Background: an optimization exercise with open tools, aiming at small area and a short achievable clock period. Do not read the settings as production practice. Where RTL was checked, it was by simulation tests only, not by an equivalence proof against the original.

==> pepper: inputs <==
==> flow/design.v <==
module comparer2 #(
    parameter DATA_WIDTH = 8
)(clk,arstn,dinA,dinB,max,min);
input clk;
input arstn;
input [DATA_WIDTH-1:0]dinA;
input [DATA_WIDTH-1:0]dinB;
output [DATA_WIDTH-1:0]max;
output [DATA_WIDTH-1:0]min;
reg [DATA_WIDTH-1:0]max_reg;
reg [DATA_WIDTH-1:0]min_reg;
assign max = max_reg;
assign min = min_reg;
always@(posedge clk or negedge arstn)
    begin
        if(~arstn)
            begin
                max_reg <= 0;
                min_reg <= 0;
            end
        else
            begin
                if(dinA > dinB)
                    begin
                        max_reg <= dinA;
                        min_reg <= dinB;
                    end
                else
                    begin
                        max_reg <= dinB;
                        min_reg <= dinA;
                    end
            end
    end
endmodule
module comparer3 #(
    parameter DATA_WIDTH = 8
)(clk,arstn,dinA,dinB,dinC,max,mid,min);
input clk;
input arstn;
input [DATA_WIDTH-1:0]dinA;
input [DATA_WIDTH-1:0]dinB;
input [DATA_WIDTH-1:0]dinC;
output [DATA_WIDTH-1:0]max;
output [DATA_WIDTH-1:0]mid;
output [DATA_WIDTH-1:0]min;
reg [DATA_WIDTH-1:0]dinc_delay;
always@(posedge clk or negedge arstn)
    begin
        if(~arstn)
            dinc_delay <= 0;
        else
            dinc_delay <= dinC;
    end
wire [DATA_WIDTH-1:0]first_max;
wire [DATA_WIDTH-1:0]first_min;
reg [DATA_WIDTH-1:0]first_min_delay;
always@(posedge clk or negedge arstn)
    begin
        if(~arstn)
            first_min_delay <= 0;
        else
            first_min_delay <= first_min;
    end
comparer2 #(
    .DATA_WIDTH(DATA_WIDTH)
)Inst_compare2_first(
    .clk(clk),
    .arstn(arstn),
    .dinA(dinA),
    .dinB(dinB),
    .max(first_max),
    .min(first_min)
);
wire [DATA_WIDTH-1:0]second_max;
wire [DATA_WIDTH-1:0]second_min;
reg [DATA_WIDTH-1:0]max_reg;
always@(posedge clk or negedge arstn)
    begin
        if(~arstn)
            max_reg <= 0;
        else
            max_reg <= second_max;
    end
assign max = max_reg;
comparer2 #(
    .DATA_WIDTH(DATA_WIDTH)
)Inst_compare2_second(
    .clk(clk),
    .arstn(arstn),
    .dinA(dinc_delay),
    .dinB(first_max),
    .max(second_max),
    .min(second_min)
);
comparer2 #(
    .DATA_WIDTH(DATA_WIDTH)
)Inst_compare2_third(
    .clk(clk),
    .arstn(arstn),
    .dinA(second_min),
    .dinB(first_min_delay),
    .max(mid),
    .min(min)
);
endmodule
module MidSort3x3 #(
    parameter DATA_WIDTH = 8
)(clk,arstn,din00,din01,din02,din10,din11,din12,
    din20,din21,din22,din_valid,dout_data,dout_valid,out0,out1,out2,
    out3,out4,out5,out6,out7,out8);
input clk;
input arstn;
input din_valid;
input [DATA_WIDTH-1:0]din00;
input [DATA_WIDTH-1:0]din01;
input [DATA_WIDTH-1:0]din02;
input [DATA_WIDTH-1:0]din10;
input [DATA_WIDTH-1:0]din11;
input [DATA_WIDTH-1:0]din12;
input [DATA_WIDTH-1:0]din20;
input [DATA_WIDTH-1:0]din21;
input [DATA_WIDTH-1:0]din22;
output [DATA_WIDTH-1:0]dout_data;
output dout_valid;
output [DATA_WIDTH-1:0]out0;
output [DATA_WIDTH-1:0]out1;
output [DATA_WIDTH-1:0]out2;
output [DATA_WIDTH-1:0]out3;
output [DATA_WIDTH-1:0]out4;
output [DATA_WIDTH-1:0]out5;
output [DATA_WIDTH-1:0]out6;
output [DATA_WIDTH-1:0]out7;
output [DATA_WIDTH-1:0]out8;
localparam W = DATA_WIDTH;
function ge;
    input [W-1:0] a;
    input [W-1:0] b;
    integer n;
    reg c;
    begin
        c = 1'b1;
        for (n = 0; n < W; n = n + 1)
            c = (a[n] & ~b[n]) | ((a[n] | ~b[n]) & c);
        ge = c;
    end
endfunction
function [7:0] bsort;
    input [7:0] v;
    reg [7:0] t;
    reg h;
    begin
        t = v;
        begin h = t[0] | t[1]; t[1] = t[0] & t[1]; t[0] = h; end begin h = t[2] | t[3]; t[3] = t[2] & t[3]; t[2] = h; end begin h = t[4] | t[5]; t[5] = t[4] & t[5]; t[4] = h; end begin h = t[6] | t[7]; t[7] = t[6] & t[7]; t[6] = h; end
        begin h = t[0] | t[2]; t[2] = t[0] & t[2]; t[0] = h; end begin h = t[1] | t[3]; t[3] = t[1] & t[3]; t[1] = h; end begin h = t[4] | t[6]; t[6] = t[4] & t[6]; t[4] = h; end begin h = t[5] | t[7]; t[7] = t[5] & t[7]; t[5] = h; end
        begin h = t[1] | t[2]; t[2] = t[1] & t[2]; t[1] = h; end begin h = t[5] | t[6]; t[6] = t[5] & t[6]; t[5] = h; end
        begin h = t[0] | t[4]; t[4] = t[0] & t[4]; t[0] = h; end begin h = t[1] | t[5]; t[5] = t[1] & t[5]; t[1] = h; end begin h = t[2] | t[6]; t[6] = t[2] & t[6]; t[2] = h; end begin h = t[3] | t[7]; t[7] = t[3] & t[7]; t[3] = h; end
        begin h = t[2] | t[4]; t[4] = t[2] & t[4]; t[2] = h; end begin h = t[3] | t[5]; t[5] = t[3] & t[5]; t[3] = h; end
        begin h = t[1] | t[2]; t[2] = t[1] & t[2]; t[1] = h; end begin h = t[3] | t[4]; t[4] = t[3] & t[4]; t[3] = h; end begin h = t[5] | t[6]; t[6] = t[5] & t[6]; t[5] = h; end
        bsort = t;
    end
endfunction
function [8:0] count1h;
    input [7:0] x;
    reg [7:0] t;
    begin
        t = bsort(x);
        count1h = {t[7], t[6:0] & ~t[7:1], ~t[0]};
    end
endfunction
wire [W-1:0] d [0:8];
assign d[0] = din00; assign d[1] = din01; assign d[2] = din02;
assign d[3] = din10; assign d[4] = din11; assign d[5] = din12;
assign d[6] = din20; assign d[7] = din21; assign d[8] = din22;
reg valid1, valid2;
always @(posedge clk or negedge arstn)
    if (~arstn) begin
        valid1 <= 1'b0;
        valid2 <= 1'b0;
    end else begin
        valid1 <= din_valid;
        valid2 <= valid1;
    end
assign dout_valid = valid2;
reg [W-1:0] s1_d [0:8];
reg [8:0] s1_ge [0:8];
integer i, j, k;
always @(posedge clk) begin
    for (i = 0; i < 9; i = i + 1) begin
        s1_d[i] <= d[i];
        for (j = 0; j < 9; j = j + 1)
            if (i < j) s1_ge[i][j] <= ge(d[i], d[j]);
    end
end
reg [7:0] beat [0:8];
reg [8:0] pos [0:8];
reg [W-1:0] res [0:8];
always @(*) begin
    for (i = 0; i < 9; i = i + 1) begin
        beat[i] = 8'd0;
        for (j = 0; j < 9; j = j + 1) begin
            if (j < i) beat[i][j] = s1_ge[j][i];
            if (j > i) beat[i][j-1] = ~s1_ge[i][j];
        end
        pos[i] = count1h(beat[i]);
    end
    for (k = 0; k < 9; k = k + 1) begin
        res[k] = {W{1'b0}};
        for (i = 0; i < 9; i = i + 1)
            res[k] = res[k] | (s1_d[i] & {W{pos[i][k]}});
    end
end
reg [W-1:0] s2_out [0:8];
always @(posedge clk) begin
    for (k = 0; k < 9; k = k + 1)
        s2_out[k] <= res[k];
end
assign out0 = s2_out[0];
assign out1 = s2_out[1];
assign out2 = s2_out[2];
assign out3 = s2_out[3];
assign out4 = s2_out[4];
assign out5 = s2_out[5];
assign out6 = s2_out[6];
assign out7 = s2_out[7];
assign out8 = s2_out[8];
assign dout_data = s2_out[4];
endmodule
==> flow/run.sh <==
#!/bin/bash
# synth_recipe.tcl (not shown) runs the flow's synth.tcl, then flattens the netlist and writes it again
# the make line also repeats each setting of config.mk as NAME=value (left out here)
make -C /OpenROAD-flow-scripts/flow DESIGN_CONFIG=/design/flow/config.mk WORK_HOME=/design/flow/orfs CLKGATE_MAP_FILE= SYNTH_SCRIPT=/design/flow/synth_recipe.tcl finish
==> flow/config.mk <==
export PLATFORM = sky130hd
export DESIGN_NAME = MidSort3x3
export DESIGN_NICKNAME = MidSort3x3
export VERILOG_FILES = /design/flow/design.v
export SDC_FILE = /design/flow/constraint.sdc
export NUM_CORES = 4
export LEC_CHECK = 0
export CAP_MARGIN = 20
export CORE_MARGIN = 2
export CORE_UTILIZATION = 40
export SETUP_SLACK_MARGIN = 1.2
export SLEW_MARGIN = 20
==> flow/constraint.sdc <==
create_clock -name core_clock -period 3.0 [get_ports {clk}]
set_input_delay 0.6000 -clock core_clock [delete_from_list [all_inputs] [get_ports {clk}]]
set_output_delay 0.6000 -clock core_clock [all_outputs]
set_load 0.01 [all_outputs]
==> amber: changes against pepper <==
--- a/flow/design.v
+++ b/flow/design.v
@@ -134,37 +134,20 @@
 output [DATA_WIDTH-1:0]out8;
 localparam W = DATA_WIDTH;
-function ge;
+function [3*W-1:0] sort3;
     input [W-1:0] a;
     input [W-1:0] b;
-    integer n;
-    reg c;
-    begin
-        c = 1'b1;
-        for (n = 0; n < W; n = n + 1)
-            c = (a[n] & ~b[n]) | ((a[n] | ~b[n]) & c);
-        ge = c;
-    end
-endfunction
-function [7:0] bsort;
-    input [7:0] v;
-    reg [7:0] t;
-    reg h;
-    begin
-        t = v;
-        begin h = t[0] | t[1]; t[1] = t[0] & t[1]; t[0] = h; end begin h = t[2] | t[3]; t[3] = t[2] & t[3]; t[2] = h; end begin h = t[4] | t[5]; t[5] = t[4] & t[5]; t[4] = h; end begin h = t[6] | t[7]; t[7] = t[6] & t[7]; t[6] = h; end
-        begin h = t[0] | t[2]; t[2] = t[0] & t[2]; t[0] = h; end begin h = t[1] | t[3]; t[3] = t[1] & t[3]; t[1] = h; end begin h = t[4] | t[6]; t[6] = t[4] & t[6]; t[4] = h; end begin h = t[5] | t[7]; t[7] = t[5] & t[7]; t[5] = h; end
-        begin h = t[1] | t[2]; t[2] = t[1] & t[2]; t[1] = h; end begin h = t[5] | t[6]; t[6] = t[5] & t[6]; t[5] = h; end
-        begin h = t[0] | t[4]; t[4] = t[0] & t[4]; t[0] = h; end begin h = t[1] | t[5]; t[5] = t[1] & t[5]; t[1] = h; end begin h = t[2] | t[6]; t[6] = t[2] & t[6]; t[2] = h; end begin h = t[3] | t[7]; t[7] = t[3] & t[7]; t[3] = h; end
-        begin h = t[2] | t[4]; t[4] = t[2] & t[4]; t[2] = h; end begin h = t[3] | t[5]; t[5] = t[3] & t[5]; t[3] = h; end
-        begin h = t[1] | t[2]; t[2] = t[1] & t[2]; t[1] = h; end begin h = t[3] | t[4]; t[4] = t[3] & t[4]; t[3] = h; end begin h = t[5] | t[6]; t[6] = t[5] & t[6]; t[5] = h; end
-        bsort = t;
-    end
-endfunction
-function [8:0] count1h;
-    input [7:0] x;
-    reg [7:0] t;
-    begin
-        t = bsort(x);
-        count1h = {t[7], t[6:0] & ~t[7:1], ~t[0]};
+    input [W-1:0] c;
+    reg ab, ac, bc;
+    reg [2:0] ra, rb, rc;   
+    begin
+        ab = a >= b;
+        ac = a >= c;
+        bc = b >= c;
+        ra = {~ab & ~ac, ab ^ ac, ab & ac};
+        rb = {ab & ~bc, ~(ab ^ bc), ~ab & bc};
+        rc = {ac & bc, ac ^ bc, ~ac & ~bc};
+        sort3 = {(a & {W{ra[0]}}) | (b & {W{rb[0]}}) | (c & {W{rc[0]}}),
+                 (a & {W{ra[1]}}) | (b & {W{rb[1]}}) | (c & {W{rc[1]}}),
+                 (a & {W{ra[2]}}) | (b & {W{rb[2]}}) | (c & {W{rc[2]}})};
     end
 endfunction
@@ -173,56 +156,54 @@
 assign d[3] = din10; assign d[4] = din11; assign d[5] = din12;
 assign d[6] = din20; assign d[7] = din21; assign d[8] = din22;
-reg valid1, valid2;
+reg valid1, valid2, valid3;
 always @(posedge clk or negedge arstn)
     if (~arstn) begin
         valid1 <= 1'b0;
         valid2 <= 1'b0;
+        valid3 <= 1'b0;
     end else begin
         valid1 <= din_valid;
         valid2 <= valid1;
-    end
-assign dout_valid = valid2;
-reg [W-1:0] s1_d [0:8];
-reg [8:0] s1_ge [0:8];
-integer i, j, k;
-always @(posedge clk) begin
-    for (i = 0; i < 9; i = i + 1) begin
-        s1_d[i] <= d[i];
-        for (j = 0; j < 9; j = j + 1)
-            if (i < j) s1_ge[i][j] <= ge(d[i], d[j]);
-    end
-end
-reg [7:0] beat [0:8];
-reg [8:0] pos [0:8];
+        valid3 <= valid2;
+    end
+assign dout_valid = valid3;
+integer r, c, u, v, k;
+reg [W-1:0] s1 [0:8];    
+always @(posedge clk)
+    for (r = 0; r < 3; r = r + 1)
+        {s1[3*r], s1[3*r+1], s1[3*r+2]} <= ~sort3(d[3*r], d[3*r+1], d[3*r+2]);
+reg [W-1:0] s2 [0:8];    
+always @(posedge clk)
+    for (c = 0; c < 3; c = c + 1)
+        {s2[c], s2[3+c], s2[6+c]} <= sort3(~s1[c], ~s1[3+c], ~s1[6+c]);
+reg [8:0] pos [0:8];     
 reg [W-1:0] res [0:8];
 always @(*) begin
-    for (i = 0; i < 9; i = i + 1) begin
-        beat[i] = 8'd0;
-        for (j = 0; j < 9; j = j + 1) begin
-            if (j < i) beat[i][j] = s1_ge[j][i];
-            if (j > i) beat[i][j-1] = ~s1_ge[i][j];
-        end
-        pos[i] = count1h(beat[i]);
+    for (u = 0; u < 9; u = u + 1) begin
+        pos[u] = 9'b1 << ((u/3 + 1) * (u%3 + 1) - 1);
+        for (v = 0; v < 9; v = v + 1)
+            if ((u/3 < v/3 && u%3 > v%3) || (u/3 > v/3 && u%3 < v%3))
+                if (v < u ? (s2[v] >= s2[u]) : (s2[v] > s2[u]))
+                    pos[u] = {pos[u][7:0], 1'b0};
     end
     for (k = 0; k < 9; k = k + 1) begin
         res[k] = {W{1'b0}};
-        for (i = 0; i < 9; i = i + 1)
-            res[k] = res[k] | (s1_d[i] & {W{pos[i][k]}});
+        for (u = 0; u < 9; u = u + 1)
+            res[k] = res[k] | (s2[u] & {W{pos[u][k]}});
     end
 end
-reg [W-1:0] s2_out [0:8];
-always @(posedge clk) begin
+reg [W-1:0] s3 [0:8];
+always @(posedge clk)
     for (k = 0; k < 9; k = k + 1)
-        s2_out[k] <= res[k];
-end
-assign out0 = s2_out[0];
-assign out1 = s2_out[1];
-assign out2 = s2_out[2];
-assign out3 = s2_out[3];
-assign out4 = s2_out[4];
-assign out5 = s2_out[5];
-assign out6 = s2_out[6];
-assign out7 = s2_out[7];
-assign out8 = s2_out[8];
-assign dout_data = s2_out[4];
+        s3[k] <= res[k];
+assign out0 = s3[0];
+assign out1 = s3[1];
+assign out2 = s3[2];
+assign out3 = s3[3];
+assign out4 = s3[4];
+assign out5 = s3[5];
+assign out6 = s3[6];
+assign out7 = s3[7];
+assign out8 = s3[8];
+assign dout_data = s3[4];
 endmodule
==> flow/flow/run.sh (new file) <==
#!/bin/bash
# Layout: the standard flow (standard.sh) with our own synthesis script
# (flow/my_synth.tcl: Yosys's default ABC mapping, no adder extraction) and
# buf_1 cells as the port buffers. Each ORFS step logs to orfs/logs/; the
# make output goes to standard.log.
set -euo pipefail
HERE=$(pwd)
export MY_NO_FA=1
export MY_ABC='log_cmd abc {*}$lib_args {*}$lib_dont_use_args'
export BUFFER_PORTS_ARGS="-buffer_cell sky130_fd_sc_hd__buf_1"
bash standard.sh SYNTH_SCRIPT=$HERE/flow/my_synth.tcl finish > standard.log 2>&1
==> flow/flow/my_synth.tcl (new file) <==
# The standard synthesis (synth_recipe.tcl) with two changes to ORFS's synth.tcl:
# the combinational logic is mapped by Yosys's default ABC script (better area
# than ORFS's) and, if MY_NO_FA is 1, no half/full adder cells are extracted.
# Registers, their names and cell types are as in the standard synthesis.
proc synth {args} { yosys synth -nofsm -noshare {*}$args }
set here [file dirname [file normalize [info script]]]
set f [open $::env(SCRIPTS_DIR)/synth.tcl r]; set src [read $f]; close $f
if {[info exists ::env(MY_NO_FA)] && $::env(MY_NO_FA)} {
  set src [string map {"extract_fa \{*\}\[dont_use_extract_fa_args\]" "# no extract_fa"} $src]
}
set src [string map [list {log_cmd abc {*}$abc_args} $::env(MY_ABC)] $src]
set f [open $here/synth_patched.tcl w]; puts $f $src; close $f
source $here/synth_patched.tcl
# left out here: clear keep_hierarchy, flatten, clean up, hide names made inside functions, write 1_2_yosys.v
==> flow/standard.sh (new file) <==
#!/bin/bash
# synth_recipe.tcl (not shown) runs the flow's synth.tcl, then flattens the netlist and writes it again
# the make line also repeats each setting of config.mk as NAME=value (left out here)
make -C /OpenROAD-flow-scripts/flow DESIGN_CONFIG=/design/flow/config.mk WORK_HOME=/design/flow/orfs CLKGATE_MAP_FILE= SYNTH_SCRIPT=/design/flow/synth_recipe.tcl "${@:-finish}"
--- a/flow/config.mk
+++ b/flow/config.mk
@@ -8,5 +8,6 @@
 export CAP_MARGIN = 20
 export CORE_MARGIN = 2
-export CORE_UTILIZATION = 40
-export SETUP_SLACK_MARGIN = 1.2
+export CORE_UTILIZATION = 60
+export GPL_TIMING_DRIVEN = 0
+export SETUP_SLACK_MARGIN = 0.1
 export SLEW_MARGIN = 20
removed: flow/run.sh
==> raven: changes against pepper <==
==> flow/flow/run.sh (new file) <==
#!/bin/bash
# Standard layout, with each tool's output in its own log.
bash standard.sh > standard.log 2>&1
==> flow/standard.sh (new file) <==
#!/bin/bash
# synth_recipe.tcl (not shown) runs the flow's synth.tcl, then flattens the netlist and writes it again
# the make line also repeats each setting of config.mk as NAME=value (left out here)
make -C /OpenROAD-flow-scripts/flow DESIGN_CONFIG=/design/flow/config.mk WORK_HOME=/design/flow/orfs CLKGATE_MAP_FILE= SYNTH_SCRIPT=/design/flow/synth_recipe.tcl "${@:-finish}"
removed: flow/run.sh
==> metrics.md <==
| Metric | Value |
|---|---|
| Worst path top cell family by delay | `compound AO/OA/AOI/OAI gates` |
| Syn avg cell area | `slightly below 8 µm²` |
| Outcome | `no timing/DRC/antenna violations` |
| Synthesized flop and latch total | `roughly 180` |
| Vias in the first global route | `approximately 16,000` |
-- figures above: pepper

==> metrics.md <==
| Metric | Value |
|---|---|
| Worst path top cell family by delay | `compound AO/OA/AOI/OAI gates` |
| Outcome | `no timing/DRC/antenna violations` |
| Max VDD drop | `between 0.4 and 0.5 mV` |
| Synthesized flop and latch total | `182` |
| Vias in the first global route | `15,884` |
-- figures above: raven

==> metrics.md <==
| Metric | Value |
|---|---|
| Post-synthesis cell area | `10,500 µm²` |
| Synthesized flop and latch total | `between 200 and 250` |
| Worst path top cell family by delay | `simple AND/OR/NAND/NOR gates` |
| Outcome | `no timing/DRC/antenna violations` |
| Syn avg cell area | `9.06 µm²` |
-- figures above: amber

Function not checked in pepper and raven: the RTL went through the layout flow alone.

re-timing with driven ports:
In the flow no input, the clock included, has a driving cell. The finished layouts below were timed again as built, in two steps.
Step 1: set_driving_cell puts a clkbuf_16 on clk and a buf_2 on each other input, an assumption about the parent block.
Step 2 moves the port delays by t, midway between the first and last clock arrival at a register: inputs arrive t later, outputs are due t later. That takes back most of the time a late clock gives input paths.
a / b / c = no drivers / after step 1 / after step 2; a / b = the first two.
| run | t (ns) | setup slack, ns | worst slew at a driven data input, ns |
|---|---|---|---|
| pepper | 0.501 | 0.257 / 0.257 / 0.257 | 0.07 |
| amber | 0.549 | 0.186 / 0.186 / -0.252 | 0.03 |
| raven | 0.501 | 0.257 / 0.257 / 0.257 | 0.07 |
Met with ideal ports but missed after step 2: setup timing in amber. For amber, which loses most, drivers alone change the setup slack by 0.000 ns; drivers and shift together by -0.438 ns.
